Source: an optimization exercise on an open RTL-to-GDS flow (aim: small area, a short achievable clock period and few clock cycles per item). Production flows keep margins and buffers that such runs may drop. Only simulation tests tie the RTL to the original design; equivalence was not proved. Power is estimated from default activity; no workload was simulated.

==> flow/design.v, too long to show whole: its modules and the start of the top module <==
// module JAM: 3025 lines
module JAM (
input CLK,
input RST,
output [2:0] W,
output [2:0] J,
input [6:0] Cost,
output [3:0] MatchCount,
output [9:0] MinCost,
output Valid );
  // ...
==> flow/flow/run.sh <==
#!/bin/bash
# Standard layout; the timing repair steps aim 8 ns above the required slack
# and work on the worst 5% of the endpoints below that.
set -euo pipefail
export SETUP_SLACK_MARGIN=8
export TNS_END_PERCENT=5
bash standard.sh > standard.log 2>&1
==> flow/standard.sh <==
#!/bin/bash
# synth_recipe.tcl (not shown) runs the flow's synth.tcl, then flattens the netlist and writes it again
# the make line also repeats each setting of config.mk as NAME=value (left out here)
make -C /OpenROAD-flow-scripts/flow DESIGN_CONFIG=/design/flow/config.mk WORK_HOME=/design/flow/orfs CLKGATE_MAP_FILE= SYNTH_SCRIPT=/design/flow/synth_recipe.tcl "${@:-finish}"
==> flow/config.mk <==
export PLATFORM = sky130hd
export DESIGN_NAME = JAM
export DESIGN_NICKNAME = JAM
export VERILOG_FILES = /design/flow/design.v
export SDC_FILE = /design/flow/constraint.sdc
export NUM_CORES = 4
export LEC_CHECK = 0
export CAP_MARGIN = 20
export CORE_MARGIN = 2
export CORE_UTILIZATION = 40
export CTS_CLUSTER_DIAMETER = 90
export CTS_CLUSTER_SIZE = 25
export SLEW_MARGIN = 20
==> flow/constraint.sdc <==
create_clock -name core_clock -period 12.0 [get_ports {CLK}]
set_input_delay 2.4000 -clock core_clock [delete_from_list [all_inputs] [get_ports {CLK}]]
set_output_delay 2.4000 -clock core_clock [all_outputs]
set_load 0.01 [all_outputs]
==> out/metrics.csv, run 1 <==
stage;metric;value;unit
outcome;status;complete, no violations;
worst_setup_path;path_cells;buf_16 > or3_4 > buf_12 > ha_4 > a21o_1 > a21oi_1 > xor2_1 > ha_1 > nand3_1 > o221ai_1 > a21oi_2 > o21ai_4 > o21ba_2 > a311oi_2;
global_route;grt_util_met1;47.9;%
routing;vias_per_cell;6.02;
synthesis;synth_cell_types;101;
worst_setup_path;worst-path-buf-inv;2;
worst_setup_path;crit_type;flip-flop to flip-flop;
synthesis;synth_nets;13477;
cells_and_area;n_fill_cell;25506;
power_and_ir_drop;power;0.0398;W
power_and_ir_drop;pwr-share-comb;52.1;%
power_and_ir_drop;power.switching;0.0200;W
worst_setup_path;worstRegToRegCells;14;
power_and_ir_drop;p_leak;56.0;nW
cells_and_area;clkCellAreaFrac;3.28;%
worst_setup_path;slowest_delay;0.79;ns
synthesis;synth_top_family_by_area;adder cells;
global_route;grt_overflow_total;0;
synthesis;synth_xor_area_share;4.78;%
power_and_ir_drop;peakVddDrop;166;µV
routing;vias;95739;
timing;setup_viol;0;
synthesis;synth_top_area_share;33.0;%
cells_and_area;largest_class;multi-input gates;
worst_setup_path;cp_num_cells;14;
worst_setup_path;r2r_setup_slack;7.74;ns
routing;post_drt_wl_per_cell;32.7;µm
clock_tree;clkSlewWorstSetupHoldPaths;0.11;ns
routing;wl_met1;214000;µm
cells_and_area;n_all_inverters;896;
timing;slew_viol_final;0;
timing;fmax;235;MHz
power_and_ir_drop;comb-power;0.0207;W
timing;tightest_slew;1.37;ns
timing;relSlewSlack;8.87;%
synthesis;synthMuxAreaShare;5.82;%
cells_and_area;ff_latch_area;36600;µm²
Testbench counts, summed over its fixed seeds: cycles 804, jobs 12.
==> run 2, diff against run 1 <==
--- a/flow/design.v
+++ b/flow/design.v
@@ -26,18 +26,23 @@
 wire runn = (cnt >= 7'd1) && (cnt <= 7'd64);
-reg [6:0] cr0;
-always @(posedge CLK) cr0 <= (runn && qn[5:3] == 3'd0) ? Cost : 7'd0;
-reg [6:0] cr1;
-always @(posedge CLK) cr1 <= (runn && qn[5:3] == 3'd1) ? Cost : 7'd0;
-reg [6:0] cr2;
-always @(posedge CLK) cr2 <= (runn && qn[5:3] == 3'd2) ? Cost : 7'd0;
-reg [6:0] cr3;
-always @(posedge CLK) cr3 <= (runn && qn[5:3] == 3'd3) ? Cost : 7'd0;
-reg [6:0] cr4;
-always @(posedge CLK) cr4 <= (runn && qn[5:3] == 3'd4) ? Cost : 7'd0;
-reg [6:0] cr5;
-always @(posedge CLK) cr5 <= (runn && qn[5:3] == 3'd5) ? Cost : 7'd0;
-reg [6:0] cr6;
-always @(posedge CLK) cr6 <= (runn && qn[5:3] == 3'd6) ? Cost : 7'd0;
-reg [6:0] cr7;
-always @(posedge CLK) cr7 <= (runn && qn[5:3] == 3'd7) ? Cost : 7'd0;
+wire selA = runn && !qn[3];
+wire selB = runn && qn[3] && (qn[5:3] != 3'd7);
+wire selZ = runn && (qn[5:3] == 3'd7);
+reg [6:0] crA0;
+always @(posedge CLK) crA0 <= selA ? Cost : 7'd0;
+reg [6:0] crA1;
+always @(posedge CLK) crA1 <= selA ? Cost : 7'h7f;
+reg [6:0] crA2;
+always @(posedge CLK) crA2 <= selA ? ~Cost : 7'd0;
+reg [6:0] crA3;
+always @(posedge CLK) crA3 <= selA ? ~Cost : 7'h7f;
+reg [6:0] crB0;
+always @(posedge CLK) crB0 <= selB ? Cost : 7'd0;
+reg [6:0] crB1;
+always @(posedge CLK) crB1 <= selB ? Cost : 7'h7f;
+reg [6:0] crB2;
+always @(posedge CLK) crB2 <= selB ? ~Cost : 7'd0;
+reg [6:0] crB3;
+always @(posedge CLK) crB3 <= selB ? ~Cost : 7'h7f;
+reg [6:0] crZ;
+always @(posedge CLK) crZ <= selZ ? Cost : 7'd0;
 reg [7:0] act;
@@ -316,3 +321,3 @@
 wire [3:0] snA0_0 = nB3_1;
-wire [6:0] kA0_0 = cr6;
+wire [6:0] kA0_0 = crA1;
 wire acA0_0 = act[6];
@@ -346,3 +351,3 @@
 wire [3:0] snA0_1 = nB2_2;
-wire [6:0] kA0_1 = cr4 | cr6;
+wire [6:0] kA0_1 = (~crA2);
 wire acA0_1 = act[4] | act[6];
@@ -376,3 +381,3 @@
 wire [3:0] snA0_2 = nB5_3;
-wire [6:0] kA0_2 = cr2 | cr4 | cr6;
+wire [6:0] kA0_2 = (~crA3);
 wire acA0_2 = act[2] | act[4] | act[6];
@@ -406,3 +411,3 @@
 wire [3:0] snA0_3 = ({4{act[0]}} & 4'd1) | ({4{(act[2] | act[4] | act[6])}} & nB4r_0);
-wire [6:0] kA0_3 = cr0 | cr2 | cr4 | cr6;
+wire [6:0] kA0_3 = crA0;
 wire acA0_3 = act[0] | act[2] | act[4] | act[6];
@@ -436,3 +441,3 @@
 wire [3:0] snA0_4 = nB5_0;
-wire [6:0] kA0_4 = cr6;
+wire [6:0] kA0_4 = crA1;
 wire acA0_4 = act[6];
@@ -466,3 +471,3 @@
 wire [3:0] snA0_5 = ({4{act[4]}} & nB4_1) | ({4{act[6]}} & nB2_0);
-wire [6:0] kA0_5 = cr4 | cr6;
+wire [6:0] kA0_5 = (~crA2);
 wire acA0_5 = act[4] | act[6];
@@ -496,3 +501,3 @@
 wire [3:0] snA0_6 = nB3_0;
-wire [6:0] kA0_6 = cr2 | cr4 | cr6;
+wire [6:0] kA0_6 = (~crA3);
 wire acA0_6 = act[2] | act[4] | act[6];
@@ -528,3 +533,3 @@
 wire [3:0] snA1_0 = nB4_3;
-wire [6:0] kA1_0 = cr2 | cr4;
+wire [6:0] kA1_0 = (~crA2);
 wire acA1_0 = act[2] | act[4];
@@ -560,3 +565,3 @@
 wire [3:0] snA1_2 = nB4r_1;
-wire [6:0] kA1_2 = cr2 | cr4;
+wire [6:0] kA1_2 = crA0;
 wire acA1_2 = act[2] | act[4];
@@ -590,3 +595,3 @@
 wire [3:0] snA1_3 = nB7_6;
-wire [6:0] kA1_3 = cr4;
+wire [6:0] kA1_3 = crA1;
 wire acA1_3 = act[4];
@@ -620,3 +625,3 @@
 wire [3:0] snA1_4 = ({4{act[2]}} & nB4_1) | ({4{act[4]}} & nB2_0);
-wire [6:0] kA1_4 = cr2 | cr4;
+wire [6:0] kA1_4 = (~crA2);
 wire acA1_4 = act[2] | act[4];
@@ -654,3 +659,3 @@
 wire [3:0] snA1_7 = nB1_2;
-wire [6:0] kA1_7 = cr4;
+wire [6:0] kA1_7 = crA1;
 wire acA1_7 = act[4];
@@ -686,3 +691,3 @@
 wire [3:0] snA2_1 = nB0_3;
-wire [6:0] kA2_1 = cr4;
+wire [6:0] kA2_1 = crA0;
 wire acA2_1 = act[4];
@@ -716,3 +721,3 @@
 wire [3:0] snA2_2 = ({4{act[2]}} & nB3_3) | ({4{act[4]}} & nB1_4);
-wire [6:0] kA2_2 = cr2 | cr4;
+wire [6:0] kA2_2 = crA1;
 wire acA2_2 = act[2] | act[4];
@@ -746,3 +751,3 @@
 wire [3:0] snA2_3 = ({4{act[2]}} & nB4_6) | ({4{act[4]}} & nB2_5);
-wire [6:0] kA2_3 = cr2 | cr4;
+wire [6:0] kA2_3 = (~crA2);
 wire acA2_3 = act[2] | act[4];
@@ -776,3 +781,3 @@
 wire [3:0] snA2_4 = nB3_6;
-wire [6:0] kA2_4 = cr2 | cr4;
+wire [6:0] kA2_4 = (~crA3);
 wire acA2_4 = act[2] | act[4];
@@ -806,3 +811,3 @@
 wire [3:0] snA2_5 = nB0_0;
-wire [6:0] kA2_5 = cr4;
+wire [6:0] kA2_5 = crA0;
 wire acA2_5 = act[4];
@@ -840,3 +845,3 @@
 wire [3:0] snA3_0 = nB5_0;
-wire [6:0] kA3_0 = cr2 | cr4;
+wire [6:0] kA3_0 = crA0;
 wire acA3_0 = act[2] | act[4];
@@ -872,3 +877,3 @@
 wire [3:0] snA3_2 = nB1_1;
-wire [6:0] kA3_2 = cr4;
+wire [6:0] kA3_2 = (~crA2);
 wire acA3_2 = act[4];
@@ -904,3 +909,3 @@
 wire [3:0] snA3_4 = nB3_1;
-wire [6:0] kA3_4 = cr2 | cr4;
+wire [6:0] kA3_4 = crA0;
 wire acA3_4 = act[2] | act[4];
@@ -936,3 +941,3 @@
 wire [3:0] snA3_6 = nB7_1;
-wire [6:0] kA3_6 = cr4;
+wire [6:0] kA3_6 = (~crA2);
 wire acA3_6 = act[4];
@@ -966,3 +971,3 @@
 wire [3:0] snA3_7 = ({4{act[2]}} & nB4r_2) | ({4{act[4]}} & nB2r_0);
-wire [6:0] kA3_7 = cr2 | cr4;
+wire [6:0] kA3_7 = (~crA3);
 wire acA3_7 = act[2] | act[4];
@@ -996,3 +1001,3 @@
 wire [3:0] snA4_0 = nB6_6;
-wire [6:0] kA4_0 = cr4;
+wire [6:0] kA4_0 = crA1;
 wire acA4_0 = act[4];
@@ -1026,3 +1031,3 @@
 wire [3:0] snA4_1 = ({4{act[2]}} & nB3_7) | ({4{act[4]}} & nB1_0);
-wire [6:0] kA4_1 = cr2 | cr4;
+wire [6:0] kA4_1 = (~crA2);
 wire acA4_1 = act[2] | act[4];
@@ -1060,3 +1065,3 @@
 wire [3:0] snA4_4 = nB0_2;
-wire [6:0] kA4_4 = cr4;
+wire [6:0] kA4_4 = crA1;
 wire acA4_4 = act[4];
@@ -1092,3 +1097,3 @@
 wire [3:0] snA4_6 = nB4_4;
-wire [6:0] kA4_6 = cr2 | cr4;
+wire [6:0] kA4_6 = (~crA3);
 wire acA4_6 = act[2] | act[4];
@@ -1122,3 +1127,3 @@
 wire [3:0] snA4_7 = nB5_5;
-wire [6:0] kA4_7 = cr2 | cr4;
+wire [6:0] kA4_7 = crA0;
 wire acA4_7 = act[2] | act[4];
@@ -1152,3 +1157,3 @@
 wire [3:0] snA5_0 = ({4{act[2]}} & nB4_2) | ({4{act[4]}} & nB2_1);
-wire [6:0] kA5_0 = cr2 | cr4;
+wire [6:0] kA5_0 = (~crA2);
 wire acA5_0 = act[2] | act[4];
@@ -1184,3 +1189,3 @@
 wire [3:0] snA5_2 = nB6_1;
-wire [6:0] kA5_2 = cr4;
+wire [6:0] kA5_2 = crA0;
 wire acA5_2 = act[4];
@@ -1214,3 +1219,3 @@
 wire [3:0] snA5_3 = ({4{act[2]}} & nB5_2) | ({4{act[4]}} & nB7_0);
-wire [6:0] kA5_3 = cr2 | cr4;
+wire [6:0] kA5_3 = crA1;
 wire acA5_3 = act[2] | act[4];
@@ -1246,3 +1251,3 @@
 wire [3:0] snA5_5 = nB5_1;
-wire [6:0] kA5_5 = cr2 | cr4;
+wire [6:0] kA5_5 = (~crA3);
 wire acA5_5 = act[2] | act[4];
@@ -1276,3 +1281,3 @@
 wire [3:0] snA5_6 = nB6_0;
-wire [6:0] kA5_6 = cr4;
+wire [6:0] kA5_6 = crA0;
 wire acA5_6 = act[4];
@@ -1310,3 +1315,3 @@
 wire [3:0] snA6_1 = nB3_2;
-wire [6:0] kA6_1 = cr2 | cr4;
+wire [6:0] kA6_1 = crA0;
 wire acA6_1 = act[2] | act[4];
@@ -1340,3 +1345,3 @@
 wire [3:0] snA6_2 = nB6_3;
-wire [6:0] kA6_2 = cr4;
+wire [6:0] kA6_2 = crA1;
 wire acA6_2 = act[4];
@@ -1370,3 +1375,3 @@
 wire [3:0] snA6_3 = ({4{act[2]}} & nB5_6) | ({4{act[4]}} & nB7_4);
-wire [6:0] kA6_3 = cr2 | cr4;
+wire [6:0] kA6_3 = (~crA2);
 wire acA6_3 = act[2] | act[4];
@@ -1400,3 +1405,3 @@
 wire [3:0] snA6_4 = nB4_0;
-wire [6:0] kA6_4 = cr2 | cr4;
+wire [6:0] kA6_4 = (~crA3);
 wire acA6_4 = act[2] | act[4];
@@ -1432,3 +1437,3 @@
 wire [3:0] snA6_6 = nB0_1;
-wire [6:0] kA6_6 = cr4;
+wire [6:0] kA6_6 = crA1;
 wire acA6_6 = act[4];
@@ -1472,3 +1477,3 @@
 wire [3:0] snB0_4 = nA2_1;
-wire [6:0] kB0_4 = cr3;
+wire [6:0] kB0_4 = (~crB2);
 wire acB0_4 = act[3];
@@ -1500,3 +1505,3 @@
 wire [3:0] snB0_5 = nA6_2;
-wire [6:0] kB0_5 = cr3;
+wire [6:0] kB0_5 = (~crB3);
 wire acB0_5 = act[3];
@@ -1528,3 +1533,3 @@
 wire [3:0] snB0_6 = nA4_0;
-wire [6:0] kB0_6 = cr3;
+wire [6:0] kB0_6 = crB0;
 wire acB0_6 = act[3];
@@ -1556,3 +1561,3 @@
 wire [3:0] snB0_7 = nA2_5;
-wire [6:0] kB0_7 = cr3;
+wire [6:0] kB0_7 = crB1;
 wire acB0_7 = act[3];
@@ -1590,3 +1595,3 @@
 wire [3:0] snB1_3 = nA2_0;
-wire [6:0] kB1_3 = cr3;
+wire [6:0] kB1_3 = (~crB2);
 wire acB1_3 = act[3];
@@ -1620,3 +1625,3 @@
 wire [3:0] snB1_5 = nA3_6;
-wire [6:0] kB1_5 = cr3;
+wire [6:0] kB1_5 = crB0;
 wire acB1_5 = act[3];
@@ -1648,3 +1653,3 @@
 wire [3:0] snB1_6 = nA1_3;
-wire [6:0] kB1_6 = cr3;
+wire [6:0] kB1_6 = crB1;
 wire acB1_6 = act[3];
@@ -1676,3 +1681,3 @@
 wire [3:0] snB1_7 = nA6_5;
-wire [6:0] kB1_7 = cr3;
+wire [6:0] kB1_7 = (~crB2);
 wire acB1_7 = act[3];
@@ -1706,3 +1711,3 @@
 wire [3:0] snB2_1 = nA2_7;
-wire [6:0] kB2_1 = cr5;
+wire [6:0] kB2_1 = crB1;
 wire acB2_1 = act[5];
@@ -1738,3 +1743,3 @@
 wire [3:0] snB2_3 = nA6_0;
-wire [6:0] kB2_3 = cr3 | cr5;
+wire [6:0] kB2_3 = (~crB3);
 wire acB2_3 = act[3] | act[5];
@@ -1768,3 +1773,3 @@
 wire [3:0] snB2_4 = nA3_5;
-wire [6:0] kB2_4 = cr3 | cr5;
+wire [6:0] kB2_4 = crB0;
 wire acB2_4 = act[3] | act[5];
@@ -1798,3 +1803,3 @@
 wire [3:0] snB2_5 = nA5_4;
-wire [6:0] kB2_5 = cr5;
+wire [6:0] kB2_5 = crB1;
 wire acB2_5 = act[5];
@@ -1828,3 +1833,3 @@
 wire [3:0] snB2_6 = ({4{act[3]}} & nA0_5) | ({4{act[5]}} & nA3_1);
-wire [6:0] kB2_6 = cr3 | cr5;
+wire [6:0] kB2_6 = (~crB2);
 wire acB2_6 = act[3] | act[5];
@@ -1858,3 +1863,3 @@
 wire [3:0] snB2_7 = nA4_2;
-wire [6:0] kB2_7 = cr3 | cr5;
+wire [6:0] kB2_7 = (~crB3);
 wire acB2_7 = act[3] | act[5];
@@ -1892,3 +1897,3 @@
 wire [3:0] snB3_2 = nA2_0;
-wire [6:0] kB3_2 = cr5;
+wire [6:0] kB3_2 = (~crB3);
 wire acB3_2 = act[5];
@@ -1922,3 +1927,3 @@
 wire [3:0] snB3_3 = nA4_5;
-wire [6:0] kB3_3 = cr3 | cr5;
+wire [6:0] kB3_3 = crB0;
 wire acB3_3 = act[3] | act[5];
@@ -1952,3 +1957,3 @@
 wire [3:0] snB3_4 = ({4{act[1]}} & nA0_2) | ({4{(act[3] | act[5])}} & nA1_1);
-wire [6:0] kB3_4 = cr1 | cr3 | cr5;
+wire [6:0] kB3_4 = crB1;
 wire acB3_4 = act[1] | act[3] | act[5];
@@ -1982,3 +1987,3 @@
 wire [3:0] snB3_5 = nA0_4;
-wire [6:0] kB3_5 = cr1 | cr3 | cr5;
+wire [6:0] kB3_5 = (~crB2);
 wire acB3_5 = act[1] | act[3] | act[5];
@@ -2012,3 +2017,3 @@
 wire [3:0] snB3_6 = nA6_5;
-wire [6:0] kB3_6 = cr5;
+wire [6:0] kB3_6 = (~crB3);
 wire acB3_6 = act[5];
@@ -2042,3 +2047,3 @@
 wire [3:0] snB3_7 = nA2_6;
-wire [6:0] kB3_7 = cr3 | cr5;
+wire [6:0] kB3_7 = crB0;
 wire acB3_7 = act[3] | act[5];
@@ -2076,3 +2081,3 @@
 wire [3:0] snB4_2 = nA2_7;
-wire [6:0] kB4_2 = cr3;
+wire [6:0] kB4_2 = crB0;
 wire acB4_2 = act[3];
@@ -2108,3 +2113,3 @@
 wire [3:0] snB4_5 = nA0_1;
-wire [6:0] kB4_5 = cr1 | cr3;
+wire [6:0] kB4_5 = (~crB3);
 wire acB4_5 = act[1] | act[3];
@@ -2136,3 +2141,3 @@
 wire [3:0] snB4_6 = nA5_4;
-wire [6:0] kB4_6 = cr3;
+wire [6:0] kB4_6 = crB0;
 wire acB4_6 = act[3];
@@ -2164,3 +2169,3 @@
 wire [3:0] snB4_7 = ({4{act[1]}} & nA0_5) | ({4{act[3]}} & nA3_1);
-wire [6:0] kB4_7 = cr1 | cr3;
+wire [6:0] kB4_7 = crB1;
 wire acB4_7 = act[1] | act[3];
@@ -2194,3 +2199,3 @@
 wire [3:0] snB5_1 = nA4_3;
-wire [6:0] kB5_1 = cr5;
+wire [6:0] kB5_1 = crB0;
 wire acB5_1 = act[5];
@@ -2224,3 +2229,3 @@
 wire [3:0] snB5_2 = nA6_7;
-wire [6:0] kB5_2 = cr3 | cr5;
+wire [6:0] kB5_2 = crB1;
 wire acB5_2 = act[3] | act[5];
@@ -2256,3 +2261,3 @@
 wire [3:0] snB5_4 = nA0_0;
-wire [6:0] kB5_4 = cr1 | cr3 | cr5;
+wire [6:0] kB5_4 = (~crB3);
 wire acB5_4 = act[1] | act[3] | act[5];
@@ -2286,3 +2291,3 @@
 wire [3:0] snB5_5 = nA5_1;
-wire [6:0] kB5_5 = cr5;
+wire [6:0] kB5_5 = crB0;
 wire acB5_5 = act[5];
@@ -2316,3 +2321,3 @@
 wire [3:0] snB5_6 = nA5_7;
-wire [6:0] kB5_6 = cr3 | cr5;
+wire [6:0] kB5_6 = crB1;
 wire acB5_6 = act[3] | act[5];
@@ -2346,3 +2351,3 @@
 wire [3:0] snB5_7 = ({4{act[1]}} & nA0_6) | ({4{(act[3] | act[5])}} & nA1_5);
-wire [6:0] kB5_7 = cr1 | cr3 | cr5;
+wire [6:0] kB5_7 = (~crB2);
 wire acB5_7 = act[1] | act[3] | act[5];
@@ -2380,3 +2385,3 @@
 wire [3:0] snB6_2 = nA4_4;
-wire [6:0] kB6_2 = cr3;
+wire [6:0] kB6_2 = (~crB2);
 wire acB6_2 = act[3];
@@ -2410,3 +2415,3 @@
 wire [3:0] snB6_4 = nA5_2;
-wire [6:0] kB6_4 = cr3;
+wire [6:0] kB6_4 = crB0;
 wire acB6_4 = act[3];
@@ -2438,3 +2443,3 @@
 wire [3:0] snB6_5 = nA5_6;
-wire [6:0] kB6_5 = cr3;
+wire [6:0] kB6_5 = crB1;
 wire acB6_5 = act[3];
@@ -2468,3 +2473,3 @@
 wire [3:0] snB6_7 = nA6_6;
-wire [6:0] kB6_7 = cr3;
+wire [6:0] kB6_7 = (~crB3);
 wire acB6_7 = act[3];
@@ -2500,3 +2505,3 @@
 wire [3:0] snB7_2 = nA1_7;
-wire [6:0] kB7_2 = cr3;
+wire [6:0] kB7_2 = (~crB3);
 wire acB7_2 = act[3];
@@ -2528,3 +2533,3 @@
 wire [3:0] snB7_3 = nA5_1;
-wire [6:0] kB7_3 = cr3;
+wire [6:0] kB7_3 = crB0;
 wire acB7_3 = act[3];
@@ -2558,3 +2563,3 @@
 wire [3:0] snB7_5 = nA3_2;
-wire [6:0] kB7_5 = cr3;
+wire [6:0] kB7_5 = (~crB2);
 wire acB7_5 = act[3];
@@ -2588,3 +2593,3 @@
 wire [3:0] snB7_7 = nA4_3;
-wire [6:0] kB7_7 = cr3;
+wire [6:0] kB7_7 = crB0;
 wire acB7_7 = act[3];
@@ -2618,3 +2623,3 @@
 wire [3:0] snB4r_1 = nA1_6;
-wire [6:0] kB4r_1 = cr5;
+wire [6:0] kB4r_1 = crB1;
 wire acB4r_1 = act[5];
@@ -2648,3 +2653,3 @@
 wire [3:0] snB4r_2 = nA3_3;
-wire [6:0] kB4r_2 = cr3 | cr5;
+wire [6:0] kB4r_2 = (~crB2);
 wire acB4r_2 = act[3] | act[5];
@@ -2678,3 +2683,3 @@
 wire [3:0] snB4r_3 = nA0_7;
-wire [6:0] kB4r_3 = cr1 | cr3 | cr5;
+wire [6:0] kB4r_3 = (~crB3);
 wire acB4r_3 = act[1] | act[3] | act[5];
@@ -2710,3 +2715,3 @@
 wire [3:0] snB2r_1 = nA1_6;
-wire [6:0] kB2r_1 = cr3;
+wire [6:0] kB2r_1 = (~crB3);
 wire acB2r_1 = act[3];
@@ -2738,3 +2743,3 @@
 wire [3:0] snZ_0 = nA0_7;
-wire [6:0] kZ_0 = cr7;
+wire [6:0] kZ_0 = crZ;
 wire acZ_0 = act[7];
==> flow/flow/run.sh (replaced) <==
#!/bin/bash
# Standard layout, except: the timing repair steps aim 8 ns above the required
# slack and work on the worst 5% of the endpoints below that, and the port
# buffers are buf_4 cells.
set -euo pipefail
export SETUP_SLACK_MARGIN=8
export TNS_END_PERCENT=5
export BUFFER_PORTS_ARGS="-buffer_cell sky130_fd_sc_hd__buf_4"
bash standard.sh > standard.log 2>&1
==> run 2 against run 1 <==
Against the previous run: still clean; die area fell by 4.2%; sequential power barely moved; wire length fell by 1.5%; core utilization rose by 0.19 points; via count fell by 5.3%; clock skew fell by 0.0093 ns; clock-buffer cell count rose by 1; non-clock buffer count rose by 21; synthesized cell count fell by 5.2%; cell area fell by 3.8%; critical path type unchanged; critical endpoint is now nB5_4[3].
==> out/metrics.csv, run 2 <==
stage;metric;value;unit;change
clock_tree;cts_tree;done;;
timing;tightest_slew;1.39;ns;+0.0236 ns
min_path;holdPathStages;0;;
routing;post_drt_wl_per_cell;33.8;µm;+3.5%
worst_setup_path;crit_start;crB0[2];;
timing;finalClockSkew;0.0736;ns;
global_route;grt_first_pass_wirelength;674000;µm;
floorplanning;design.core.area;259000;µm²;
worst_setup_path;path_cells;buf_8 > ha_1 > nor2b_1 > o21ai_0 > a21oi_1 > o31a_1 > o21ai_0 > xnor2_2 > inv_1 > ha_1 > nand3_1 > nand2b_1 > a31oi_4 > buf_12 > nor2_1 > mux2_2 > a31oi_1;;
worst_setup_path;worstRegToRegCells;17;;+3
synthesis;synth_area_leaders;dfxtp_1 35%, ha_1 19%, mux2i_1 4.7%;;
routing;drt-total-wl;512000;µm;
floorplanning;io_pins;30;;
synthesis;synth_top_area_cell;dfxtp_1;;
timing;fmax;228;MHz;-3.1%
synthesis;yosys_register_bits;1822;;
cells_and_area;fin_nets;13319;;
timing;tns;0;ns;
cells_and_area;most-common-layout-cells;1763 x dfxtp_1, 1514 x ha_1, 880 x inv_1;;
power_and_ir_drop;p_leak;54.1;nW;-3.4%
timing;rsz0062_at_grt;yes;;
global_route;grt_antenna_before_repair;85;;
power_and_ir_drop;power;0.0415;W;+4.4%
worst_setup_path;r2r-start;crB0[2];;
clock_tree;hold_buffers;0;;
synthesis;yosysMostFrequentCell;dfxtp_1;;
clock_tree;clkSlewWorstSetupHoldPaths;0.09;ns;-0.02 ns
global_route;first_global_vias;83942;;
synthesis;yosys-top-cells-count;1800 x dfxtp_1, 1571 x ha_1, 904 x inv_1;;
clock_tree;numCtsBuffers;116;;
timing;relSlewSlack;7.30;%;-1.6 points
synthesis;synth_flop_cell;dfxtp_1;;
flow_run;drv_cap;0;;
power_and_ir_drop;power_density;341;nW/µm²;
worst_setup_path;worstPathMaxFanout;10;;
worst_setup_path;startpoint_type;flip-flop;;
routing;ant_nets;0;;
routing;drcViolationCount;0;;
floorplanning;die_area;265000;µm²;
worst_setup_path;r2r_end;nB5_4[3];;
min_path;hold_start;vA2_6[0];;
worst_setup_path;slowest_delay;0.40;ns;-0.39 ns
placed_design;numPortBuffers;29;;
worst_setup_path;required;12.75;ns;
cells_and_area;layout_commonest_cell;dfxtp_1;;
synthesis;synth_area_per_cell;9.38;µm²;
placed_design;dpl.cell_count;14440;;
cells_and_area;n_fill_cell;24111;;-5.5%
timing;finalCriticalPeriod;4.39;ns;
floorplanning;die_height;515;µm;
timing;finalHoldViolCount;0;;
cells_and_area;area_growth;16.7;%;
clock_tree;clock_latency;0.86;ns;
cells_and_area;layout-drive-gt1-share;13.6;%;
timing;setup_viol;0;;unchanged
worst_setup_path;worstPathArrival;5.14;ns;
routing;vias_per_cell;5.99;;-0.53%
worst_setup_path;critical_path.top_delay_family;compound AO/OA/AOI/OAI gates;;
synthesis;seq_area_frac_synth;35.2;%;
synthesis;postSynth.asyncResetShare;0.439;%;
floorplanning;die_x;515;µm;
clock_tree;clockBufferDepth;3;;
synthesis;synth_cell_types;84;;-17%
synthesis;synth_cells;11114;;
placed_design;hpwl;395000;µm;
cells_and_area;layoutNonFillerInstCount;15133;;
worst_setup_path;r2r_setup_slack;7.61;ns;-0.13 ns
floorplanning;initial_core_util;40.2;%;
power_and_ir_drop;peakVddDrop;202;µV;+22%
min_path;hp-class;flip-flop to flip-flop;;
synthesis;synth_nets;12852;;-4.6%
global_route;grt_start_max_net_pins;53;;
timing;worst_hold_slack;0.352;ns;
timing;fin_crit_sh;36.6;%;
routing;drt-initial-drc-count;10590;;
placed_design;gp_congestion;1.03;;
worst_setup_path;crit_type;flip-flop to flip-flop;;
worst_setup_path;cp-end-kind;flip-flop;;
floorplanning;rows;187;;
clock_tree;clock-sinks;1822;;
min_path;min_to;vA2_5[0];;
clock_tree;htree_levels;3;;
global_route;grt_overflow_total;0;;unchanged
synthesis;synth_top_area_share;34.6;%;+1.6 points
synthesis;yosysWarnings;1;;
synthesis;netlist_area;104000;µm²;
worst_setup_path;worst-path-buf-inv;3;;+1
synthesis;synth_enable_flop_cells;14;;
outcome;status;complete, no violations;;
routing;firstDrtPassIters;6;;
routing;vias;90668;;-5.3%
timing;slew_viol_final;0;;unchanged
global_route;grt_usage;37.1;%;
worst_setup_path;cp_slowest_cell;ha_1;;
clock_tree;root_buffer;clkbuf_16;;
-- run 2: cell families (layout without fill, tap and decap cells) --
group | Yosys count | after routing | synth area share [%]
mux | 603 | 603 | 5.92
compound gates | 2776 | 2796 | 16.6
other cells | 0 | 57 | 0
buf+inv | 1171 | 1706 | 4.39
xor+xnor | 629 | 629 | 5.28
fa+ha+maj | 1729 | 1729 | 21.9
simple gates | 2384 | 2389 | 10.7
flops | 1822 | 1822 | 35.2
-- run 2: final cells by class --
cell class                      instances  area (µm²)  area share, %
Multi-Input combinational cell       8146       66900           55.0
Antenna cell                           57         143          0.117
Timing Repair Buffer                  591        5930           4.88
Sequential cell                      1822       36700           30.2
Tap cell                             3402        4260           3.50
Clock buffer                          126        3040           2.50
Inverter                              904        3430           2.82
Clock inverter                         85        1180          0.971
-- run 2: per-stage QoR --
stage          worst slack, ns  instance area (µm²)  utilization (%)
6_report                  7.61               122000             46.9
5_1_grt                   7.56               122000             46.8
4_1_cts                   7.78               119000             45.8
3_5_place_dp              6.44               109000             42.2
3_3_place_gp              6.47               109000             42.1
2_1_floorplan             7.86               105000                -
-- run 2: worst max-delay path by stage --
| stage | endpoint | cells past startpoint | slack, ns |
|---|---|---|---|
| detailed placement | nA0_2[3] | 19 | 6.44 |
| finish | nB5_4[3] | 17 | 7.61 |
| global placement | nB5_6[3] | 20 | 6.47 |
| floorplan | nB2_5[3] | 21 | 7.86 |
| global route | nA4_0[3] | 21 | 7.56 |
| CTS | nA2_3[3] | 17 | 7.78 |
-- run 2: routing by layer --
metal | wire length (µm) | GRT usage [%] | vias to the layer above
li1 | - | - | 40393
met1 | 203000 | 46.9 | 44013
met2 | 208000 | 53.6 | 4925
met3 | 51300 | 8.89 | 1303
met4 | 49300 | 29.6 | 34
met5 | 232 | 0 | -
-- run 2: report_power, final --
part	switching (W)	total, W	internal (W)
clock	0.00267	0.00475	0.00208
sequential	0.00499	0.0140	0.00896
combinational	0.0132	0.0228	0.00956
total	0.0209	0.0415	0.0206
-- run 2: worst register-to-register path: stages, from the launching register on --
cell and delay [ns]:
dfxtp_2 0.34, buf_8 0.33, ha_1 0.38, nor2b_1 0.15, o21ai_0 0.23, a21oi_1 0.15, o31a_1 0.31, o21ai_0 0.29
xnor2_2 0.19, inv_1 0.14, ha_1 0.40, nand3_1 0.15, nand2b_1 0.33, a31oi_4 0.29, buf_12 0.15, nor2_1 0.04
mux2_2 0.26, a31oi_1 0.18
-- run 2: repair_timing --
item / CTS / global route
buffers inserted: 249 / 129
resized for setup: 559 / 304
pin swaps: 219 / 162
endpoints found under the hold margin: 0 / 0
gates cloned: 36 / 11
endpoints found under the setup margin: 1053 / 953
Testbench counts of run 2, summed over its fixed seeds: cycles 804, jobs 12.
==> run 3, diff against run 2 <==
--- a/flow/config.mk
+++ b/flow/config.mk
@@ -9,3 +9,3 @@
 export CORE_MARGIN = 2
-export CORE_UTILIZATION = 40
+export CORE_UTILIZATION = 50
 export CTS_CLUSTER_DIAMETER = 90
==> run 3 against run 2 <==
Against the previous run: via count hardly changed; hold slack worse by 0.0024 ns; non-clock buffer count decreased by 31; die area is 20% lower; still clean; clock-buffer cell count down 2; critical path type unchanged; worst setup slack got worse by 0.098 ns; clock skew decreased by 0.023 ns; critical endpoint is now nB5_0[3]; sequential cell count is the same; final cell count decreased by 4.4%; sequential power is essentially flat.
==> out/metrics.csv, run 3 <==
stage;metric;value;unit;change
outcome;status;complete, no violations;;
worst_setup_path;worstPathMaxFanout;4;;-6
clock_tree;root_buffer;clkbuf_16;;
synthesis;synth_flop_cell;dfxtp_1;;
timing;fin_crit_sh;37.4;%;+0.82 points
synthesis;synth_cells;11114;;unchanged
clock_tree;clkSlewWorstSetupHoldPaths;0.11;ns;+0.02 ns
placed_design;hpwl;382000;µm;-3.4%
timing;finalClockSkew;0.0510;ns;-0.0226 ns
worst_setup_path;crit_type;flip-flop to flip-flop;;
timing;worst_hold_slack;0.350;ns;-0.00242 ns
global_route;first_global_vias;82718;;-1.5%
cells_and_area;layout-drive-gt1-share;13.0;%;-0.54 points
synthesis;postSynth.asyncResetShare;0.439;%;unchanged
floorplanning;initial_core_util;50.3;%;+10 points
floorplanning;die_x;461;µm;-10%
worst_setup_path;startpoint_type;flip-flop;;
routing;firstDrtPassIters;8;;+2
timing;rsz0062_at_grt;yes;;
clock_tree;clockBufferDepth;3;;unchanged
worst_setup_path;critical_path.top_delay_family;compound AO/OA/AOI/OAI gates;;
routing;drcViolationCount;0;;unchanged
clock_tree;numCtsBuffers;112;;-3.4%
synthesis;yosysMostFrequentCell;dfxtp_1;;
floorplanning;die_area;212000;µm²;-20%
synthesis;synth_enable_flop_cells;14;;unchanged
synthesis;netlist_area;104000;µm²;unchanged
synthesis;synth_nets;12852;;unchanged
timing;tns;0;ns;unchanged
clock_tree;htree_levels;3;;unchanged
global_route;grt_start_max_net_pins;33;;-38%
clock_tree;hold_buffers;0;;unchanged
clock_tree;clock-sinks;1822;;unchanged
worst_setup_path;path_cells;ha_1 > a211oi_1 > o21ai_0 > a2111oi_0 > or3_1 > nor2_1 > xnor2_1 > ha_1 > o31ai_2 > a31oi_4 > buf_2 > buf_4 > o32ai_1 > a31oi_1;;
synthesis;synth_cell_types;84;;unchanged
routing;drt-initial-drc-count;10649;;+0.56%
routing;ant_nets;0;;unchanged
timing;tightest_slew;1.36;ns;-0.0348 ns
power_and_ir_drop;p_leak;53.8;nW;-0.56%
timing;finalCriticalPeriod;4.49;ns;+0.0980 ns
routing;vias_per_cell;6.27;;+4.7%
routing;post_drt_wl_per_cell;34.6;µm;+2.4%
timing;fmax;223;MHz;-2.2%
synthesis;synth_top_area_share;34.6;%;unchanged
global_route;grt_first_pass_wirelength;658000;µm;-2.4%
clock_tree;cts_tree;done;;
worst_setup_path;worst-path-buf-inv;2;;-1
cells_and_area;most-common-layout-cells;1765 x dfxtp_1, 1528 x ha_1, 873 x inv_1;;
synthesis;yosys-top-cells-count;1800 x dfxtp_1, 1571 x ha_1, 904 x inv_1;;
placed_design;gp_congestion;1.06;;+3.1%
worst_setup_path;cp_slowest_cell;dfxtp_1;;
worst_setup_path;cp_common_cell;ha_1;;
synthesis;yosysWarnings;1;;unchanged
floorplanning;io_pins;30;;unchanged
floorplanning;design.core.area;207000;µm²;-20%
synthesis;synth_area_leaders;dfxtp_1 35%, ha_1 19%, mux2i_1 4.7%;;
synthesis;seq_area_frac_synth;35.2;%;unchanged
power_and_ir_drop;peakVddDrop;222;µV;+9.7%
worst_setup_path;slowest_delay;0.74;ns;+0.34 ns
floorplanning;rows;167;;-11%
synthesis;synth_top_area_cell;dfxtp_1;;
timing;setup_slack;7.51;ns;-0.0980 ns
placed_design;numPortBuffers;29;;unchanged
worst_setup_path;cp-end-kind;flip-flop;;
timing;relSlewSlack;9.29;%;+2.0 points
cells_and_area;fin_nets;13288;;-0.23%
worst_setup_path;worstPathArrival;5.20;ns;+0.06 ns
clock_tree;clock_latency;0.87;ns;about the same
cells_and_area;area_growth;15.3;%;
worst_setup_path;required;12.71;ns;-0.04 ns
timing;setup_viol;0;;unchanged
routing;vias;90753;;+0.094%
global_route;grt_overflow_total;0;;unchanged
min_path;hp-class;flip-flop to flip-flop;;
global_route;grt_antenna_before_repair;66;;-22%
routing;drt-total-wl;501000;µm;-2.1%
global_route;grt_usage;45.4;%;+8.3 points
placed_design;dp_slack;6.21;ns;-0.233 ns
timing;slew_viol_final;0;;unchanged
timing;finalHoldViolCount;0;;unchanged
floorplanning;die_height;461;µm;-10%
power_and_ir_drop;power_density;344;nW/µm²;+0.85%
flow_run;drv_cap;0;;unchanged
synthesis;synth_area_per_cell;9.38;µm²;unchanged
cells_and_area;layout_commonest_cell;dfxtp_1;;
synthesis;yosys_register_bits;1822;;unchanged
cells_and_area;n_fill_cell;18138;;-25%
==> run 3: report_power, final <==
part	switching [W]	internal, W	leakage, nW
Combinational	0.0132	0.00961	36.6
Clock	0.00258	0.00196	1.92
Sequential	0.00503	0.00896	15.3
Total	0.0208	0.0205	53.8
==> run 3: area by class of cell <==
cell class | count | area (µm²) | area share [%]
Antenna cell | 51 | 128 | 0.106
Clock buffer | 124 | 2930 | 2.44
Clock inverter | 75 | 1040 | 0.865
Inverter | 904 | 3440 | 2.86
Multi-Input combinational cell | 8150 | 66800 | 55.5
Sequential cell | 1822 | 36700 | 30.5
Tap cell | 2788 | 3490 | 2.90
Timing Repair Buffer | 560 | 5690 | 4.73
==> run 3: worst paths after layout <==
path | from | end | slack [ns] | cells after the start
hold reg to reg | vB1_4[5] | vB1_3[5] | 0.35 | 0
min in group asynchronous | RST | cnt[4] | 1.48 | 2
max in group asynchronous | RST | cnt[0] | 10.25 | 2
setup reg to reg | vA4_3[1] | nB5_0[3] | 7.51 | 14
setup / recovery | vA4_3[1] | nB5_0[3] | 7.51 | 14
hold / removal | vB1_4[5] | vB1_3[5] | 0.35 | 0
==> run 3: worst register-to-register path: stages, from the launching register on <==
cell and delay (ns):
dfxtp_1 0.74, ha_1 0.38, a211oi_1 0.23, o21ai_0 0.17
a2111oi_0 0.42, or3_1 0.22, nor2_1 0.07, xnor2_1 0.46
ha_1 0.37, o31ai_2 0.54, a31oi_4 0.04, buf_2 0.22
buf_4 0.16, o32ai_1 0.28, a31oi_1 0.08
==> run 3: cells by family (layout without fill, tap and decap cells) <==
group	after synthesis	in the layout	synth area share, %
AOI/OAI and AO/OA	2776	2798	16.6
and+or+nand+nor	2384	2391	10.7
DFF	1822	1822	35.2
adders and majority gates	1729	1729	21.9
buffers and inverters	1171	1663	4.39
xor gates and xnor gates	629	629	5.28
muxes	603	603	5.92
other	0	51	0
==> run 3: per-stage QoR <==
step | utilization, % | cell area [µm²] | power, W | std cells
2_1_floorplan | - | 105000 | 0.0248 | 11114
4_1_cts | 56.1 | 116000 | 0.0389 | 14219
5_1_grt | 58.0 | 120000 | 0.0434 | 14438
3_5_place_dp | 52.3 | 108000 | 0.0331 | 13808
6_report | 58.0 | 120000 | 0.0414 | 14474
3_3_place_gp | 52.3 | 108000 | 0.0326 | 13808
==> run 3: metal layers <==
metal | share of wire [%] | global-route usage [%] | up-vias
met3 | 11 | 13.9 | 1522
li1 | - | - | 40286
met4 | 11 | 40.8 | 32
met1 | 38 | 55.0 | 43708
met2 | 40 | 64.3 | 5205
met5 | 0.042 | 0 | -
==> run 3: repair_timing <==
item / 4_1_cts / 5_1_grt
resized for setup: 392 / 427
gates cloned: 28 / 18
setup endpoints to repair: 1073 / 997
pin swaps: 138 / 204
setup buffers: 184 / 185
==> run 4, diff against run 3 <==
==> flow/flow/run.sh (replaced) <==
#!/bin/bash
# Standard layout, except: the timing repair steps aim 8 ns above the required
# slack and work on the worst 10% of the endpoints below that, and the port
# buffers are buf_4 cells.
set -euo pipefail
export SETUP_SLACK_MARGIN=8
export TNS_END_PERCENT=10
export BUFFER_PORTS_ARGS="-buffer_cell sky130_fd_sc_hd__buf_4"
bash standard.sh > standard.log 2>&1
--- a/flow/config.mk
+++ b/flow/config.mk
@@ -9,3 +9,3 @@
 export CORE_MARGIN = 2
-export CORE_UTILIZATION = 50
+export CORE_UTILIZATION = 40
 export CTS_CLUSTER_DIAMETER = 90
==> run 4 against run 3 <==
Against the previous run: still clean; register-to-register slack better by 0.16 ns; final cell count up 5.0%; power up 1.9%; critical endpoint is now nB3_3[3]; largest power group unchanged; highest routed layer unchanged.
==> out/metrics.csv, run 4 <==
stage;metric;value;unit;change
power_and_ir_drop;power.switching;0.0213;W;+2.0%
power_and_ir_drop;swShare;50.4;%;+0.063 points
routing;drt-total-wl;520000;µm;+3.7%
routing;vias;91239;;+0.54%
timing;rsz0062_at_grt;yes;;
routing;vias_per_cell;6.00;;-4.2%
synthesis;yosys-top-cells-count;1800 x dfxtp_1, 1571 x ha_1, 904 x inv_1;;
clock_tree;hold_buffers;0;;unchanged
timing;fmax;231;MHz;+3.8%
power_and_ir_drop;peakVddDrop;171;µV;-23%
cells_and_area;most-common-layout-cells;1753 x dfxtp_1, 1498 x ha_1, 871 x inv_1;;
synthesis;yosysWarnings;1;;unchanged
global_route;grt_start_max_net_pins;53;;+61%
routing;ant_nets;0;;unchanged
global_route;grt_antenna_before_repair;87;;+32%
worst_setup_path;crit_start;act[5];;
timing;finalClockSkew;0.0661;ns;+0.0152 ns
timing;relSlewSlack;11.0;%;+1.7 points
power_and_ir_drop;power_density;341;nW/µm²;-0.95%
routing;drcViolationCount;0;;unchanged
synthesis;synth_area_per_cell;9.38;µm²;unchanged
worst_setup_path;endpoint;nB3_3[3];;
global_route;grt_overflow_total;0;;unchanged
synthesis;netlist_area;104000;µm²;unchanged
placed_design;hpwl;400000;µm;+4.6%
floorplanning;die_height;515;µm;+12%
placed_design;gp_congestion;1.05;;-1.3%
timing;worst_hold_slack;0.346;ns;-0.00351 ns
cells_and_area;n_fill_cell;23969;;+32%
worst_setup_path;path_cells;buf_12 > or2_4 > buf_12 > buf_12 > a22o_1 > ha_4 > nand3_1 > o211ai_1 > nand2b_1 > nand4_1 > xnor2_1 > nand2_1 > ha_1 > nor3_1 > nor2_1 > o21a_4 > or3b_4 > a21oi_2 > a211oi_2;;
power_and_ir_drop;clkPwrFrac;10.3;%;-0.7 points
timing;fin_crit_sh;36.0;%;-1.4 points
synthesis;synth_flop_cell;dfxtp_1;;
floorplanning;die_area;265000;µm²;+25%
synthesis;synth_area_leaders;dfxtp_1 35%, ha_1 19%, mux2i_1 4.7%;;
floorplanning;initial_core_util;40.2;%;-10 points
timing;slew_viol_final;0;;unchanged
power_and_ir_drop;p_int;0.0209;W;+1.8%
worst_setup_path;critical_path.top_delay_family;simple AND/OR/NAND/NOR gates;;
worst_setup_path;worstPathArrival;5.05;ns;-0.15 ns
cells_and_area;layout_commonest_cell;dfxtp_1;;
synthesis;synth_top_area_cell;dfxtp_1;;
worst_setup_path;slowest_delay;0.38;ns;-0.36 ns
cells_and_area;fin_nets;13407;;+0.90%
routing;drt-initial-drc-count;10595;;-0.51%
synthesis;synth_nets;12852;;unchanged
power_and_ir_drop;pwr-share-comb;56.2;%;+1.0 points
worst_setup_path;worstRegToRegCells;19;;+5
worst_setup_path;cp_num_cells;19;;+5
min_path;hp-class;flip-flop to flip-flop;;
timing;finalCriticalPeriod;4.32;ns;-0.164 ns
clock_tree;numCtsBuffers;107;;-4.5%
synthesis;synth_cells;11114;;unchanged
synthesis;seq_area_frac_synth;35.2;%;unchanged
worst_setup_path;worst-path-buf-inv;3;;+1
worst_setup_path;cp-end-kind;flip-flop;;
synthesis;synth_enable_flop_cells;14;;unchanged
timing;finalHoldViolCount;0;;unchanged
floorplanning;die_x;515;µm;+12%
global_route;grt_first_pass_wirelength;678000;µm;+3.1%
synthesis;yosysMostFrequentCell;dfxtp_1;;
cells_and_area;ff_latch_area;36800;µm²;about the same
cells_and_area;area_growth;18.6;%;
clock_tree;clock_latency;0.87;ns;about the same
synthesis;synth_top_area_share;34.6;%;unchanged
routing;post_drt_wl_per_cell;34.2;µm;-1.2%
routing;firstDrtPassIters;7;;-1
power_and_ir_drop;power_frac_seq;33.4;%;-0.4 points
worst_setup_path;r2r-start;act[5];;
cells_and_area;layout-drive-gt1-share;15.8;%;+2.8 points
synthesis;synth_cell_types;84;;unchanged
flow_run;drv_cap;0;;unchanged
worst_setup_path;cp_common_cell;buf_12;;
worst_setup_path;r2r_setup_slack;7.68;ns;+0.16 ns
floorplanning;io_pins;30;;unchanged
synthesis;postSynth.asyncResetShare;0.439;%;unchanged
clock_tree;root_buffer;clkbuf_16;;
placed_design;numPortBuffers;29;;unchanged
clock_tree;clock-sinks;1822;;unchanged
clock_tree;cts_tree;done;;
clock_tree;clkSlewWorstSetupHoldPaths;0.10;ns;about the same
power_and_ir_drop;p_leak;54.8;nW;+1.8%
synthesis;yosys_register_bits;1822;;unchanged
worst_setup_path;required;12.73;ns;+0.02 ns
worst_setup_path;startpoint_type;flip-flop;;
power_and_ir_drop;power;0.0422;W;+1.9%
worst_setup_path;r2r_end;nB3_3[3];;
worst_setup_path;crit_type;flip-flop to flip-flop;;
floorplanning;design.core.area;259000;µm²;+25%
outcome;status;complete, no violations;;
worst_setup_path;worstPathMaxFanout;5;;+1
worst_setup_path;cp_slowest_cell;or3b_4;;
global_route;grt_usage;37.4;%;-7.9 points
global_route;first_global_vias;83692;;+1.2%
timing;tightest_slew;1.33;ns;-0.0296 ns
timing;tns;0;ns;unchanged
clock_tree;htree_levels;3;;unchanged
clock_tree;clockBufferDepth;3;;unchanged
floorplanning;rows;187;;+12%
timing;setup_viol;0;;unchanged
cells_and_area;multi_input_area;68300;µm²;+2.2%
-- run 4: worst min-delay path by stage --
stage           endpoint  cells after the start      start  slack, ns
6_report        vB6_2[1]                      0   vB6_3[1]       0.35
5_1_grt        nB2r_1[2]                      0  nB2r_0[2]       0.36
4_1_cts         vA5_6[5]                      0   vA5_7[5]       0.35
3_5_place_dp   nB2r_1[0]                      0  nB2r_0[0]       0.34
3_3_place_gp   vB4r_3[5]                      0  vB4r_0[5]       0.33
2_1_floorplan  vB4r_3[0]                      0  vB4r_0[0]       0.32
-- run 4: per-layer routing --
layer / up-vias / routed length, µm / global-route usage (%) / share of wire, %
li1: 40479 / - / - / -
met3: 1259 / 51400 / 8.22 / 9.9
met2: 4928 / 211000 / 54.4 / 41
met5: - / 528 / 0.621 / 0.10
met4: 41 / 48500 / 28.3 / 9.3
met1: 44532 / 208000 / 48.2 / 40
-- run 4: final cells by class --
class | instances | area share (%)
multi-input cells | 8148 | 55.2
diodes | 48 | 0.0971
clock buffers | 119 | 2.23
repair buffers | 686 | 5.79
flip-flops and latches | 1822 | 29.7
well taps | 3402 | 3.44
inverters | 904 | 2.80
clock inverters | 68 | 0.721
-- run 4: power by group through the flow --
stage | logic, W | registers (W) | clock network, W
floorplan | 0.0143 | 0.0105 | 0
global placement | 0.0192 | 0.0138 | 0
CTS | 0.0212 | 0.0137 | 0.00439
detailed placement | 0.0197 | 0.0138 | 0
global route | 0.0258 | 0.0139 | 0.00459
finish | 0.0237 | 0.0141 | 0.00436
-- run 4: worst reg2reg max path: cells and delay by family (launching register included) --
kind                     cells  cell delay (ns)
AND/OR/NAND/NOR              8             1.56
AO/OA/AOI/OAI                5             0.99
adder cells (fa/ha/maj)      2             0.69
buffers and inverters        3             0.45
flip-flops                   1             0.34
XOR/XNOR                     1             0.18
-- run 4: cells by family after synthesis --
family	after synthesis	synth area share, %
AO/OA/AOI/OAI	2776	16.6
XOR/XNOR	629	5.28
adder cells (fa/ha/maj)	1729	21.9
buffers and inverters	1171	4.39
flip-flops	1822	35.2
multiplexers	603	5.92
AND/OR/NAND/NOR	2384	10.7
-- run 4: repair_timing --
action	4_1_cts	5_1_grt
pin swaps	150	336
resized for setup	545	705
setup buffers	230	242
gates cloned	40	20
endpoints found under the setup margin	1058	1039
-- run 4: per-stage QoR --
step | util [%] | cell area (µm²) | cells | worst slack, ns
floorplan | - | 105000 | 11114 | 7.86
global placement | 42.1 | 109000 | 14429 | 6.07
detailed placement | 42.1 | 109000 | 14429 | 5.94
CTS | 45.5 | 118000 | 14886 | 7.75
global route | 47.6 | 124000 | 15160 | 7.57
finish | 47.7 | 124000 | 15197 | 7.68
==> run 5, diff against run 4 <==
==> flow/flow/run.sh (replaced) <==
#!/bin/bash
# Standard layout, except: the timing repair steps aim 8.4 ns above the required
# slack and work on the worst 5% of the endpoints below that, and the port
# buffers are buf_4 cells.
set -euo pipefail
export SETUP_SLACK_MARGIN=8.4
export TNS_END_PERCENT=5
export BUFFER_PORTS_ARGS="-buffer_cell sky130_fd_sc_hd__buf_4"
bash standard.sh > standard.log 2>&1
==> run 5 against run 4 <==
Against the previous run: still clean; hold slack about the same; register-to-register slack improved by 0.02 ns; clock skew decreased by 0.016 ns; non-clock buffer count decreased by 13; global-route usage decreased by 0.56 points; power about the same; clock power increased by 3%; area after synthesis unchanged; critical path depth decreased by 2; first-iteration DRC count decreased by 2.4%; largest cell class unchanged.
==> out/metrics.csv, run 5 <==
stage;metric;value;unit;change
clock_tree;root_buffer;clkbuf_16;;
cells_and_area;fin_nets;13396;;-0.082%
worst_setup_path;cp-end-kind;flip-flop;;
routing;drt-initial-drc-count;10337;;-2.4%
worst_setup_path;worst-path-buf-inv;3;;unchanged
floorplanning;die_x;515;µm;unchanged
cells_and_area;fin_util;47.5;%;-0.15 points
routing;firstDrtPassIters;6;;-1
timing;tightest_slew;1.16;ns;-0.164 ns
timing;slew_viol_final;0;;unchanged
clock_tree;clock-sinks;1822;;unchanged
synthesis;synth_top_area_cell;dfxtp_1;;
worst_setup_path;critical_path.top_delay_family;compound AO/OA/AOI/OAI gates;;
clock_tree;clock_latency;0.86;ns;about the same
timing;fin_crit_sh;35.9;%;-0.15 points
global_route;first_global_vias;83855;;+0.19%
clock_tree;htree_levels;3;;unchanged
clock_tree;hold_buffers;0;;unchanged
timing;setup_viol;0;;unchanged
synthesis;yosys_register_bits;1822;;unchanged
synthesis;yosysMostFrequentCell;dfxtp_1;;
floorplanning;die_area;265000;µm²;unchanged
synthesis;yosys-top-cells-count;1800 x dfxtp_1, 1571 x ha_1, 904 x inv_1;;
synthesis;synth_enable_flop_cells;14;;unchanged
global_route;grt_start_max_net_pins;48;;-9.4%
worst_setup_path;required;12.68;ns;-0.05 ns
power_and_ir_drop;power.switching;0.0211;W;-0.80%
power_and_ir_drop;clkPwrFrac;10.6;%;+0.3 points
clock_tree;cts_tree;done;;
power_and_ir_drop;p_int;0.0210;W;+0.70%
synthesis;yosysWarnings;1;;unchanged
worst_setup_path;slowest_delay;0.43;ns;+0.05 ns
timing;finalCriticalPeriod;4.31;ns;-0.0181 ns
floorplanning;design.core.area;259000;µm²;unchanged
power_and_ir_drop;power_density;342;nW/µm²;+0.26%
routing;drt-total-wl;512000;µm;-1.4%
synthesis;synth_cell_types;84;;unchanged
synthesis;synth_flop_cell;dfxtp_1;;
power_and_ir_drop;p_leak;54.6;nW;-0.32%
worst_setup_path;path_cells;buf_16 > buf_16 > buf_4 > a22o_1 > ha_1 > a21o_1 > a211oi_2 > o21bai_1 > xnor2_1 > ha_1 > a21o_1 > a211oi_1 > o22a_1 > a211oi_4 > or3b_4 > a211oi_2 > a221oi_2;;
routing;vias_per_cell;5.95;;-0.84%
timing;finalClockSkew;0.0500;ns;-0.0161 ns
power_and_ir_drop;pwr-share-comb;56.0;%;-0.2 points
worst_setup_path;startpoint_type;flip-flop;;
floorplanning;die_height;515;µm;unchanged
cells_and_area;most-common-layout-cells;1749 x dfxtp_1, 1494 x ha_1, 872 x inv_1;;
power_and_ir_drop;power_frac_seq;33.4;%;about the same
cells_and_area;layout_commonest_cell;dfxtp_1;;
worst_setup_path;crit_type;flip-flop to flip-flop;;
outcome;status;complete, no violations;;
synthesis;synth_nets;12852;;unchanged
global_route;grt_antenna_before_repair;76;;-13%
cells_and_area;layout-drive-gt1-share;15.2;%;-0.64 points
power_and_ir_drop;swShare;50.1;%;-0.38 points
worst_setup_path;worstPathMaxFanout;8;;+3
floorplanning;io_pins;30;;unchanged
power_and_ir_drop;peakVddDrop;183;µV;+7.2%
floorplanning;initial_core_util;40.2;%;unchanged
global_route;grt_first_pass_wirelength;672000;µm;-0.92%
min_path;hp-class;flip-flop to flip-flop;;
synthesis;synth_area_leaders;dfxtp_1 35%, ha_1 19%, mux2i_1 4.7%;;
power_and_ir_drop;power;0.0421;W;about the same
synthesis;synth_area_per_cell;9.38;µm²;unchanged
timing;tns;0;ns;unchanged
routing;drcViolationCount;0;;unchanged
synthesis;netlist_area;104000;µm²;unchanged
placed_design;numPortBuffers;29;;unchanged
synthesis;synth_top_area_share;34.6;%;unchanged
routing;ant_nets;0;;unchanged
timing;finalHoldViolCount;0;;unchanged
floorplanning;rows;187;;unchanged
clock_tree;numCtsBuffers;108;;+0.93%
global_route;grt_usage;36.9;%;-0.56 points
cells_and_area;area_growth;18.3;%;
synthesis;synth_cells;11114;;unchanged
placed_design;gp_congestion;1.05;;+0.75%
routing;vias;90308;;-1.0%
clock_tree;clkSlewWorstSetupHoldPaths;0.11;ns;about the same
placed_design;hpwl;394000;µm;-1.4%
synthesis;seq_area_frac_synth;35.2;%;unchanged
routing;post_drt_wl_per_cell;33.8;µm;-1.2%
timing;fmax;232;MHz;+0.42%
worst_setup_path;worstPathArrival;4.99;ns;-0.06 ns
timing;relSlewSlack;22.5;%;+11 points
flow_run;drv_cap;0;;unchanged
synthesis;postSynth.asyncResetShare;0.439;%;unchanged
worst_setup_path;cp_slowest_cell;dfxtp_4;;
global_route;grt_overflow_total;0;;unchanged
timing;rsz0062_at_grt;yes;;
clock_tree;clockBufferDepth;3;;unchanged
## run 5: kinds of logic (layout without fill, tap and decap cells)
logic type	after synthesis	after routing	synth area share [%]
buffers and inverters	1171	1771	4.39
DFF	1822	1822	35.2
AOI/OAI and AO/OA	2776	2800	16.6
and+or+nand+nor	2384	2388	10.7
adders and majority gates	1729	1729	21.9
xor gates and xnor gates	629	629	5.28
other	0	25	0
muxes	603	603	5.92
## run 5: per-layer routing
| metal | part of all wire [%] | GRT usage (%) | vias to the layer above | routed length (µm) |
|---|---|---|---|---|
| li1 | - | - | 40460 | - |
| met1 | 39 | 46.7 | 43816 | 201000 |
| met2 | 40 | 53.7 | 4714 | 207000 |
| met3 | 9.9 | 8.06 | 1294 | 51000 |
| met4 | 10 | 29.9 | 24 | 53000 |
| met5 | 0.031 | 0 | - | 161 |
## run 5: cell type report
| type | count | area, µm² |
|---|---|---|
| fillers | 24019 | 136000 |
| multi-input cells | 8149 | 68100 |
| flip-flops and latches | 1822 | 36800 |
| repair buffers | 673 | 6840 |
| well taps | 3402 | 4260 |
| inverters | 904 | 3450 |
| clock buffers | 123 | 2870 |
| clock inverters | 71 | 987 |
| diodes | 25 | 62.6 |
## run 5: power groups by stage
stage / Combinational, W / Clock [W] / Sequential, W
after floorplan: 0.0143 / 0 / 0.0105
after global placement: 0.0190 / 0 / 0.0138
after detailed placement: 0.0196 / 0 / 0.0138
after CTS: 0.0214 / 0.00451 / 0.0137
after global routing: 0.0258 / 0.00471 / 0.0139
final: 0.0236 / 0.00448 / 0.0141
## run 5: metrics by stage
| stage | instances | area [µm²] | setup slack (ns) | hold WS (ns) |
|---|---|---|---|---|
| global route | 15148 | 123000 | 7.50 | 0.347 |
| CTS | 14905 | 119000 | 7.74 | 0.349 |
| global placement | 14426 | 109000 | 6.20 | 0.344 |
| floorplan | 11114 | 105000 | 7.86 | 0.323 |
| detailed placement | 14426 | 109000 | 6.30 | 0.349 |
| finish | 15169 | 123000 | 7.69 | 0.347 |
## run 5: worst paths after layout
path	slack, ns	depth (start not counted)	start	endpoint
worst min-delay path	0.35	0	vB7_0[4]	vB7_7[4]
max in group asynchronous	10.27	2	RST	vr
worst max-delay path	7.69	17	act[4]	nA2_1[3]
worst min register to register	0.35	0	vB7_0[4]	vB7_7[4]
min in group asynchronous	1.50	2	RST	cnt[3]
worst max register to register	7.69	17	act[4]	nA2_1[3]
## run 5: worst reg2reg max path: cells and delay by family, from the launching register on
| kind | cells | cell delay [ns] |
|---|---|---|
| AO/OA/AOI/OAI | 10 | 1.90 |
| XOR/XNOR | 1 | 0.24 |
| adder cells (fa/ha/maj) | 2 | 0.60 |
| buffers and inverters | 3 | 0.55 |
| flip-flops | 1 | 0.43 |
| AND/OR/NAND/NOR | 1 | 0.43 |
## run 5: timing repair
action,CTS,global route
pin swaps,169,281
gates resized for setup,536,554
endpoints found under the hold margin,0,0
gates cloned,36,17
setup buffers,249,220
setup endpoints to repair,1124,1124
==> run 6, diff against run 5 <==
--- a/flow/config.mk
+++ b/flow/config.mk
@@ -9,5 +9,6 @@
 export CORE_MARGIN = 2
-export CORE_UTILIZATION = 40
+export CORE_UTILIZATION = 45
 export CTS_CLUSTER_DIAMETER = 90
 export CTS_CLUSTER_SIZE = 25
+export PLACE_DENSITY = 0.65
 export SLEW_MARGIN = 20
==> run 6 against run 5 <==
Against the previous run: clock skew up 0.0065 ns; area after synthesis unchanged; hold slack about the same; die area down 11%; critical path depth down 1; register-to-register slack worse by 0.07 ns; worst setup slack worse by 0.068 ns; global-route usage up 5.2 points; power up 0.30%; critical path type unchanged.
==> out/metrics.csv, run 6 <==
stage;metric;value;unit;change
outcome;status;complete, no violations;;
global_route;first_global_vias;84251;;+0.47%
synthesis;netlist_area;104000;µm²;unchanged
synthesis;synth_flop_cell;dfxtp_1;;
synthesis;synth_compound_area_share;16.6;%;unchanged
clock_tree;clock_latency;0.86;ns;about the same
synthesis;synth_area_per_cell;9.38;µm²;unchanged
timing;fmax;229;MHz;-1.6%
worst_setup_path;crit_start;crB2[2];;
floorplanning;design.core.area;230000;µm²;-11%
synthesis;synth_area_leaders;dfxtp_1 35%, ha_1 19%, mux2i_1 4.7%;;
floorplanning;rows;176;;-5.9%
worst_setup_path;cp-end-kind;flip-flop;;
power_and_ir_drop;swShare;50.2;%;+0.16 points
worst_setup_path;path_cells;inv_4 > buf_8 > ha_1 > a21o_1 > a21oi_2 > o21ai_1 > o21a_1 > o21ai_1 > xor2_1 > ha_2 > nor3_1 > o211ai_1 > o311ai_4 > buf_12 > a21o_1 > a311oi_4;;
timing;finalClockSkew;0.0565;ns;+0.00651 ns
routing;vias;91630;;+1.5%
floorplanning;initial_core_util;45.3;%;+5.1 points
worst_setup_path;slowest_delay;0.76;ns;+0.33 ns
placed_design;gp_congestion;1.06;;+0.36%
cells_and_area;layout_commonest_cell;dfxtp_1;;
power_and_ir_drop;power.switching;0.0212;W;+0.61%
timing;slew_viol_final;0;;unchanged
synthesis;yosys-top-cells-count;1800 x dfxtp_1, 1571 x ha_1, 904 x inv_1;;
cells_and_area;fin_area;123000;µm²;-0.19%
synthesis;seq_area_frac_synth;35.2;%;unchanged
floorplanning;io_pins;30;;unchanged
worst_setup_path;r2r_setup_slack;7.63;ns;-0.07 ns
synthesis;yosys_register_bits;1822;;unchanged
synthesis;synth_xor_area_share;5.28;%;unchanged
timing;setup_viol;0;;unchanged
floorplanning;die_x;485;µm;-5.7%
worst_setup_path;endpoint;nB7_4[3];;
clock_tree;numCtsBuffers;113;;+4.6%
synthesis;synth_top_area_cell;dfxtp_1;;
routing;vias_per_cell;6.16;;+3.5%
synthesis;synth_top_family_by_area;adder cells;;
power_and_ir_drop;clkPwrFrac;11.1;%;+0.5 points
global_route;grt_antenna_before_repair;79;;+3.9%
floorplanning;die_area;236000;µm²;-11%
floorplanning;die_height;485;µm;-5.7%
timing;fin_crit_sh;36.5;%;+0.57 points
global_route;grt_first_pass_wirelength;679000;µm;+1.1%
routing;post_drt_wl_per_cell;35.0;µm;+3.6%
placed_design;dpl_cell_area;109000;µm²;-0.30%
power_and_ir_drop;pwr-share-comb;55.7;%;-0.3 points
worst_setup_path;startpoint_type;flip-flop;;
synthesis;synthMuxAreaShare;5.92;%;unchanged
flow_run;drv_cap;0;;unchanged
routing;drcViolationCount;0;;unchanged
worst_setup_path;cp_slowest_cell;a311oi_4;;
synthesis;synth_enable_flop_cells;14;;unchanged
cells_and_area;area_growth;18.0;%;
clock_tree;clock-sinks;1822;;unchanged
synthesis;synth_top_area_share;34.6;%;unchanged
timing;rsz0062_at_grt;yes;;
synthesis;synth_nets;12852;;unchanged
cells_and_area;layoutNonFillerInstCount;14864;;-2.0%
clock_tree;root_buffer;clkbuf_16;;
power_and_ir_drop;power_density;343;nW/µm²;+0.49%
timing;finalHoldViolCount;0;;unchanged
routing;drt-initial-drc-count;10238;;-0.96%
placed_design;dpl.cell_count;14071;;-2.5%
global_route;grt_overflow_total;0;;unchanged
placed_design;numPortBuffers;29;;unchanged
worst_setup_path;worstPathArrival;5.05;ns;+0.06 ns
synthesis;postSynth.asyncResetShare;0.439;%;unchanged
power_and_ir_drop;p_int;0.0210;W;about the same
worst_setup_path;r2r_end;nB7_4[3];;
timing;tightest_slew;1.35;ns;+0.187 ns
worst_setup_path;worstRegToRegCells;16;;-1
run 6: worst min path at each step:
| stage | slack, ns | start | cells past startpoint | end |
|---|---|---|---|---|
| after floorplan | 0.32 | vB4r_0[0] | 0 | vB4r_3[0] |
| after global placement | 0.34 | vB1_4[3] | 0 | vB1_3[3] |
| after detailed placement | 0.34 | vB1_4[1] | 0 | vB1_3[1] |
| after CTS | 0.35 | vB1_4[1] | 0 | vB1_3[1] |
| after global routing | 0.36 | vB1_4[3] | 0 | vB1_3[3] |
| final | 0.35 | vB1_4[1] | 0 | vB1_3[1] |
run 6: timing repair:
action                     4_1_cts  5_1_grt
gates cloned                    29       21
resized for setup              568      590
hold buffers                     0        0
setup buffers                  239      205
setup endpoints to repair     1124     1124
pin swaps                      186      239
run 6: routing by layer:
layer	part of all wire (%)	wire (µm)	GRT usage (%)
met1	39	201000	52.5
met2	41	211000	60.2
met3	11	57300	11.8
met4	9.9	51300	34.9
met5	0.047	245	0
run 6: final cells by class:
class	instances	area (µm²)
tap	3026	3790
clock inverter	77	1070
inverter	904	3460
sequential	1822	36800
clock buffer	126	2980
multi-input combinational	8142	67900
timing repair buffer	673	6870
antenna	94	235
fill	20730	107000
run 6: through the flow:
step                      setup slack [ns]  power, W  hold slack (ns)
after floorplan                       7.86    0.0248            0.323
after global placement                6.29    0.0331            0.336
after detailed placement              6.20    0.0335            0.339
after CTS                             7.78    0.0397            0.350
after global routing                  7.53    0.0444            0.356
final                                 7.63    0.0423            0.347
run 6: critical path, delay by kind of cell, from the launching register on:
family | cells | cell delay (ns)
xor gates and xnor gates | 1 | 0.31
buffers and inverters | 3 | 0.72
adders and majority gates | 2 | 0.55
AOI/OAI and AO/OA | 9 | 2.16
DFF | 1 | 0.34
and+or+nand+nor | 1 | 0.05
run 6: kinds of logic after synthesis:
logic type / count (synthesis)
AOI/OAI and AO/OA: 2776
and+or+nand+nor: 2384
DFF: 1822
adders and majority gates: 1729
buffers and inverters: 1171
xor gates and xnor gates: 629
muxes: 603
run 6: power by group through the flow:
stage          sequential (W)  clock, W  combinational, W
4_1_cts                0.0136   0.00468            0.0214
2_1_floorplan          0.0105         0            0.0143
3_5_place_dp           0.0137         0            0.0198
3_3_place_gp           0.0138         0            0.0193
5_1_grt                0.0139   0.00489            0.0256
6_report               0.0140   0.00467            0.0235

[what the ideal ports hide]
The results above use ideal ports. As a check the final layouts listed here were re-extracted and re-timed, cells and wires unchanged.
Step 1: set_driving_cell puts a clkbuf_16 on CLK and a buf_2 on each other input, an assumption about the parent block.
Step 2 also shifts input and output timing later by t, the mid clock arrival at the registers, as if the neighbouring blocks saw the same clock.
Three values: ideal ports, drivers, drivers and shift; two values: the first two.
run	t (ns)	setup WS [ns]	clock arrival spread, ns
run 1	0.957	7.743 / 7.652 / 7.743	0.085 / 0.086
run 2	0.926	7.609 / 7.609 / 7.609	0.075 / 0.075
run 3	0.947	7.511 / 7.511 / 7.511	0.052 / 0.052
run 4	0.930	7.676 / 7.676 / 7.676	0.068 / 0.069
run 5	0.939	7.694 / 7.694 / 7.694	0.055 / 0.056
run 6	0.933	7.626 / 7.626 / 7.626	0.057 / 0.057
After both steps every run listed still meets setup and hold.
